Context: an optimization exercise on an open-source flow, tuned for small area, a short achievable clock period and few clock cycles. The choices shown serve that exercise and are no tape-out recipe. Only simulation tests tie the RTL to the original design; equivalence was not proved. Power is estimated from default activity; no workload was simulated.

== v6 ==
Design cpu_core, start of the top module:
module cpu_core(
    input           clk,
    input           rst_n,
    output [31:0]   imem_addr,
    input  [31:0]   imem_rdata,
    output [31:0]   dmem_addr,
    output          dmem_we,
    output [3:0]    dmem_wstrb,
    output [31:0]   dmem_wdata,
    input  [31:0]   dmem_rdata
);
    reg  [31:0] pc;
    assign imem_addr = pc;
    wire [31:0] ins = imem_rdata;
    wire [5:0]  op  = ins[31:26];
    wire [4:0]  rs  = ins[25:21];
    wire [4:0]  rt  = ins[20:16];
    wire [4:0]  rd  = ins[15:11];
    wire [4:0]  sa  = ins[10:6];
    wire [5:0]  fn  = ins[5:0];
    wire R      = (op == 6'b000000);
    wire J      = (op[5:1] == 5'b00001);
    wire REGIMM = (op == 6'b000001);
    wire SP3    = (op == 6'b011111);
    wire nal_bal = REGIMM && (rt[4:1] == 4'b1000);
    wire bshfl  = SP3 && (fn == 6'b100000);
    reg wr_r, wr_i;
    always @* begin
        casez (fn)
            6'b000???: wr_r = 1'b1;
            6'b0010??: wr_r = 1'b1;
            6'b0110??: wr_r = 1'b1;
            6'b10????: wr_r = 1'b1;
            6'b1101?1: wr_r = 1'b1;
            default:   wr_r = 1'b0;
        endcase
        casez (op)
            6'b000011: wr_i = 1'b1;
            6'b001???: wr_i = 1'b1;
            6'b100???: wr_i = 1'b1;
            6'b011111: wr_i = 1'b1;
            default:   wr_i = 1'b0;
        endcase
    end
    wire [4:0] dst  = (R || bshfl) ? rd : ((op == 6'b000011 || nal_bal) ? 5'd31 : rt);
    wire       d_rw = ((R && wr_r) || wr_i || nal_bal) && (dst != 5'd0);
    wire d_load  = (op[5:3] == 3'b100);
    wire d_store = (op[5:2] == 4'b1010) || (op == 6'b101110) || (op[5:3] == 3'b111);
    wire d_set   = (op[5:1] == 5'b00101) || (R && fn[5:1] == 5'b10101);
    wire d_md    = R && (fn[5:2] == 4'b0110);
    wire d_ismul = ~fn[1];
  ...
clock: 13.0 ns
lec_check: 0
cap_margin: 10
core_margin: 2
core_utilization: 50
cts_buf_list: sky130_fd_sc_hd__clkbuf_4 sky130_fd_sc_hd__clkbuf_8
cts_cluster_diameter: 60
cts_cluster_size: 12
place_density: 0.65
setup_slack_margin: 5
slew_margin: 10
standard.sh (not shown) runs the stock make flow with config.mk's settings and CLKGATE_MAP_FILE= SYNTH_SCRIPT=/design/flow/synth_recipe.tcl, a recipe that flattens the netlist after the stock synthesis.
==> flow/flow/run.sh <==
#!/bin/bash
set -euo pipefail
bash standard.sh SETUP_SLACK_MARGIN=7.3 MATCH_CELL_FOOTPRINT=0 \
  "BUFFER_PORTS_ARGS=-buffer_cell sky130_fd_sc_hd__buf_2" finish > run_standard.log 2>&1
Every stage of the flow completed for v6, and the final layout passed the timing, DRC and antenna checks.
Testbench counts of v6, summed over its fixed seeds: cycles 76,130.
Changes in v7 relative to v6:
--- a/flow/design.v
+++ b/flow/design.v
@@ -389,18 +389,18 @@
     regfile rf(
         .clk(clk), .rst_n(rst_n),
         .we(m_rw || (md_wr && md_qrw)), .wa(md_wr ? md_dst : m_dst), .wd(md_wr ? md_out : m_wd),
         .ra1(rs), .ra2(rt), .rd1(rf1), .rd2(rf2)
     );
     wire        md_ready;
-    wire byp1  = m_rw && m_dst == rs;
-    wire byp2  = m_rw && m_dst == rt;
     wire bypq1 = md_ready && md_qrw && md_dst == rs;
     wire bypq2 = md_ready && md_qrw && md_dst == rt;
-    wire [31:0] rsv = byp1 ? m_wd : (bypq1 ? md_out : rf1);
-    wire [31:0] rtv = byp2 ? m_wd : (bypq2 ? md_out : rf2);
+    wire [31:0] rsv = bypq1 ? md_out : rf1;
+    wire [31:0] rtv = bypq2 ? md_out : rf2;
+    wire fma = m_rw && m_dst == rs;
+    wire fmb = m_rw && m_dst == rt;
     reg         ex_rw, ex_load, e_md;
     reg  [4:0]  ex_dst;
     wire        e_fast;               
     wire        e_rw_now = ex_rw && !(e_md && !e_fast);
     wire fwa = e_rw_now && ex_dst == rs;
     wire fwb = e_rw_now && ex_dst == rt;
@@ -420,16 +420,16 @@
     wire        wrap   = (pc == 32'h00008000);
     wire        drop   = wrap && (ld_use || e_md);
     wire        hold   = !drop && (ld_use || md_hz);    
     wire        kill   = drop || hold;                   
     wire        cancel = waw && !kill;
     reg [31:0] e_a, e_b;
-    reg        e_fa, e_fb;
+    reg        e_fa, e_fb, e_wa, e_wb;
     reg        e_mul, e_uns, e_hi;
     reg [31:0] e_target;              
-    reg        e_fc;                  
+    reg        e_fc, e_wc;            
     reg [4:0]  e_sa, e_rd;
     reg        e_sub, e_lsa, e_sltu, e_shvar, e_shleft, e_shsrca, e_shext, e_shins, e_selnez;
     reg [1:0]  e_fill, e_lop;
     reg        e_s_add, e_s_slt, e_s_log, e_s_sh, e_s_sel, e_s_imm;
     reg        e_beq, e_bne, e_blez, e_bgtz, e_bgez, e_jr, e_jmp, e_store;
     reg [2:0]  e_ltype;
@@ -449,12 +449,15 @@
         ex_dst <= dst;
         e_a <= rsv;
         e_b <= alu_src ? d_imm : rtv;
         e_fa <= fwa;
         e_fb <= fwb && !alu_src;
         e_fc <= fwb;
+        e_wa <= fma;
+        e_wb <= fmb && !alu_src;
+        e_wc <= fmb;
         e_mul <= d_ismul; e_uns <= fn[0];
         e_hi <= d_ismul ? (sa != 5'd2) : (sa == 5'd3);
         e_target <= d_store ? rtv : d_target;
         e_sa <= bshfl ? 5'd0 : sa;
         e_rd <= sp3_seh ? 5'd15 : (sp3_seb ? 5'd7 : rd);
         e_sub <= (dexe[2:1] == 2'b01) || d_set;
@@ -470,15 +473,16 @@
         e_lop <= dexe[1:0];
         e_s_add <= x_add; e_s_slt <= s_slt; e_s_log <= s_log; e_s_sh <= x_sh;
         e_s_sel <= s_sel; e_s_imm <= s_lnk;
         e_ltype <= op[2:0];
     end
     reg  [31:0] m_res;
-    wire [31:0] A  = e_fa ? m_res : e_a;
-    wire [31:0] B  = e_fb ? m_res : e_b;
-    wire [31:0] SD = e_fc ? m_wd : e_target;
+    reg  [31:0] w_wd;                 
+    wire [31:0] A  = e_fa ? m_res : (e_wa ? w_wd : e_a);
+    wire [31:0] B  = e_fb ? m_res : (e_wb ? w_wd : e_b);
+    wire [31:0] SD = e_fc ? m_wd : (e_wc ? w_wd : e_target);
     wire [31:0] md_fast_out;
     md_unit md(
         .clk(clk), .rst_n(rst_n),
         .req(e_md), .is_mul(e_mul), .uns(e_uns), .hi(e_hi),
         .a(A), .b(B), .dst(ex_dst), .rw(ex_rw && !cancel), .cancel(cancel),
         .fast(e_fast), .fast_out(md_fast_out),
@@ -563,7 +567,8 @@
             3'b100:  ldata = {24'b0, lbyte};
             3'b101:  ldata = {16'b0, lhalf};
             default: ldata = dmem_rdata;
         endcase
     end
     assign m_wd = m_load ? ldata : m_res;
+    always @(posedge clk) w_wd <= m_wd;
 endmodule
Findings:
- Going from v6 to v7, amount of wire on met2 after detailed routing now larger; die area up 2.4%.
- Post-detailed-placement half-perimeter wirelength in v7 is 1.1% above v6.
- Worst-case reg-to-reg path depth ended up 6 lower on v7 than on v6.
- Delta (v7 minus v6): global-route usage went down by 2.0 points; number of cells on the critical path now smaller.
- Of the two values seen for critical path endpoint, e_b[31] was produced by v7 and e_b[3] by v6.
- Taking v6 as the reference point, the data-path buffer share of cell area in the final layout of v7 falls by 0.34 points.
- v7 improves on v6 in peak clock frequency supported by timing.
- v7 vs v6 on fraction of standard cell area that is sequential: v7 is the higher one.
- Changes observed in v7 relative to v6: clock-pin slew of the registers on the worst-case setup and hold paths about even, area added between synthesis and finish fell 1.2 points, final period utilization fell 1.1 points.
Testbench counts of v7, summed over its fixed seeds: cycles 76,130.

cpu_core again, from the RTL that the note above started with.
Settings: LEC_CHECK=0, CAP_MARGIN=10, CORE_MARGIN=2, CORE_UTILIZATION=50, CTS_BUF_LIST=sky130_fd_sc_hd__clkbuf_4 sky130_fd_sc_hd__clkbuf_8, PLACE_DENSITY=0.65, SETUP_SLACK_MARGIN=5, SLEW_MARGIN=10; clock period 13.0 ns.
Scripts as last shown in full above: flow/flow/run.sh
Testbench counts at the start, summed over its fixed seeds: cycles 76,130.
Rerun with:
--- a/flow/design.v
+++ b/flow/design.v
@@ -386,24 +386,24 @@
     wire        md_qrw;
     wire [31:0] md_out;
     wire [31:0] rf1, rf2;
     regfile rf(
         .clk(clk), .rst_n(rst_n),
         .we(m_rw || (md_wr && md_qrw)), .wa(md_wr ? md_dst : m_dst), .wd(md_wr ? md_out : m_wd),
         .ra1(rs), .ra2(rt), .rd1(rf1), .rd2(rf2)
     );
     wire        md_ready;
-    wire byp1  = m_rw && m_dst == rs;
-    wire byp2  = m_rw && m_dst == rt;
     wire bypq1 = md_ready && md_qrw && md_dst == rs;
     wire bypq2 = md_ready && md_qrw && md_dst == rt;
-    wire [31:0] rsv = byp1 ? m_wd : (bypq1 ? md_out : rf1);
-    wire [31:0] rtv = byp2 ? m_wd : (bypq2 ? md_out : rf2);
+    wire [31:0] rsv = bypq1 ? md_out : rf1;
+    wire [31:0] rtv = bypq2 ? md_out : rf2;
+    wire fma = m_rw && m_dst == rs;
+    wire fmb = m_rw && m_dst == rt;
     reg         ex_rw, ex_load, e_md;
     reg  [4:0]  ex_dst;
     wire        e_fast;               
     wire        e_rw_now = ex_rw && !(e_md && !e_fast);
     wire fwa = e_rw_now && ex_dst == rs;
     wire fwb = e_rw_now && ex_dst == rt;
     wire [4:0]  rt_id  = (op == 6'b000011 || nal_bal) ? 5'd31 : rt;
     wire        ldh    = ex_load && ex_rw;
     wire        ld_use = ldh && (ex_dst == rs || ex_dst == rt_id)
@@ -417,22 +417,22 @@
     wire        md_full = md_busy ? !md_wr : (e_md && !e_fast);
     wire        md_hz = pend && md_raw || d_md && md_full;
     wire        waw   = pend && prw && d_rw && dst == pdst;
     wire        wrap   = (pc == 32'h00008000);
     wire        drop   = wrap && (ld_use || e_md);
     wire        hold   = !drop && (ld_use || md_hz);    
     wire        kill   = drop || hold;                   
     wire        cancel = waw && !kill;
     reg [31:0] e_a, e_b;
-    reg        e_fa, e_fb;
+    reg        e_fa, e_fb, e_wa, e_wb;
     reg        e_mul, e_uns, e_hi;
     reg [31:0] e_target;              
-    reg        e_fc;                  
+    reg        e_fc, e_wc;            
     reg [4:0]  e_sa, e_rd;
     reg        e_sub, e_lsa, e_sltu, e_shvar, e_shleft, e_shsrca, e_shext, e_shins, e_selnez;
     reg [1:0]  e_fill, e_lop;
     reg        e_s_add, e_s_slt, e_s_log, e_s_sh, e_s_sel, e_s_imm;
     reg        e_beq, e_bne, e_blez, e_bgtz, e_bgez, e_jr, e_jmp, e_store;
     reg [2:0]  e_ltype;
     always @(posedge clk) begin
         if (!rst_n) begin
             ex_rw <= 1'b0; ex_load <= 1'b0; e_md <= 1'b0;
@@ -446,18 +446,21 @@
         end
     end
     always @(posedge clk) begin
         ex_dst <= dst;
         e_a <= rsv;
         e_b <= alu_src ? d_imm : rtv;
         e_fa <= fwa;
         e_fb <= fwb && !alu_src;
         e_fc <= fwb;
+        e_wa <= fma;
+        e_wb <= fmb && !alu_src;
+        e_wc <= fmb;
         e_mul <= d_ismul; e_uns <= fn[0];
         e_hi <= d_ismul ? (sa != 5'd2) : (sa == 5'd3);
         e_target <= d_store ? rtv : d_target;
         e_sa <= bshfl ? 5'd0 : sa;
         e_rd <= sp3_seh ? 5'd15 : (sp3_seb ? 5'd7 : rd);
         e_sub <= (dexe[2:1] == 2'b01) || d_set;
         e_lsa <= d_lsa;
         e_sltu <= R ? fn[0] : op[0];
         e_shvar <= R && (fn[5:2] != 4'b0000);
@@ -467,21 +470,22 @@
         e_shins <= !R && sp3_ins;
         e_fill <= R ? {1'b0, fn[1:0] == 2'b11} : {bshfl, bshfl && sa[3]};
         e_selnez <= fn[1];
         e_lop <= dexe[1:0];
         e_s_add <= x_add; e_s_slt <= s_slt; e_s_log <= s_log; e_s_sh <= x_sh;
         e_s_sel <= s_sel; e_s_imm <= s_lnk;
         e_ltype <= op[2:0];
     end
     reg  [31:0] m_res;
-    wire [31:0] A  = e_fa ? m_res : e_a;
-    wire [31:0] B  = e_fb ? m_res : e_b;
-    wire [31:0] SD = e_fc ? m_wd : e_target;
+    reg  [31:0] w_wd;                 
+    wire [31:0] A  = e_fa ? m_res : (e_wa ? w_wd : e_a);
+    wire [31:0] B  = e_fb ? m_res : (e_wb ? w_wd : e_b);
+    wire [31:0] SD = e_fc ? m_wd : (e_wc ? w_wd : e_target);
     wire [31:0] md_fast_out;
     md_unit md(
         .clk(clk), .rst_n(rst_n),
         .req(e_md), .is_mul(e_mul), .uns(e_uns), .hi(e_hi),
         .a(A), .b(B), .dst(ex_dst), .rw(ex_rw && !cancel), .cancel(cancel),
         .fast(e_fast), .fast_out(md_fast_out),
         .busy(md_busy), .q_dst(md_dst), .q_rw(md_qrw),
         .wr_ok(!m_rw), .wr(md_wr), .ready(md_ready), .md_out(md_out)
     );
@@ -560,10 +564,11 @@
         case (m_ltype)
             3'b000:  ldata = {{24{lbyte[7]}}, lbyte};
             3'b001:  ldata = {{16{lhalf[15]}}, lhalf};
             3'b100:  ldata = {24'b0, lbyte};
             3'b101:  ldata = {16'b0, lhalf};
             default: ldata = dmem_rdata;
         endcase
     end
     assign m_wd = m_load ? ldata : m_res;
+    always @(posedge clk) w_wd <= m_wd;
 endmodule
Area after synthesis rose by a few percent.
Fmax rose slightly.
Register-to-register slack gets worse by 170 ps.
Via count fell slightly.
Count of clock-buffer cells in the layout rose by 42.
Flip-flop and latch count rose by 35.
Combinational power rose by a quarter to a third.
Synthesized cell count rose by a few percent.
Cell area rose slightly.
Testbench counts after the change, summed over its fixed seeds: cycles 76,130.

[re-timing with driven ports]
The flow's constraints put no driver on any port. The routed layouts listed below were extracted and timed again, unchanged, in two steps.
Step 1: set_driving_cell puts a clkbuf_16 on clk and a buf_2 on each other input, an assumption about the parent block.
Step 2, shift: input delay + t, output delay - t, t = (earliest + latest rising clock arrival at the registers) / 2. This alone moves slack from input paths to output paths.
Three values: ideal ports, drivers, drivers and shift; two values: the first two.
| run | t, ns | slack for setup (ns) | worst register clock-pin slew, ns |
|---|---|---|---|
| v6 | 1.127 | 6.966 / 6.897 / 5.770 | 0.10 / 0.10 |
| v7 | 1.093 | 7.110 / 7.154 / 6.061 | 0.10 / 0.10 |
| the first run of note 2 | 1.144 | 7.025 / 6.960 / 5.816 | 0.08 / 0.08 |
| the second run of note 2 | 1.132 | 7.103 / 7.140 / 6.008 | 0.07 / 0.07 |
After both steps setup and hold are still met in every run listed. For the first run of note 2, which loses most, drivers alone change the setup slack by -0.065 ns; drivers and shift together by -1.209 ns.
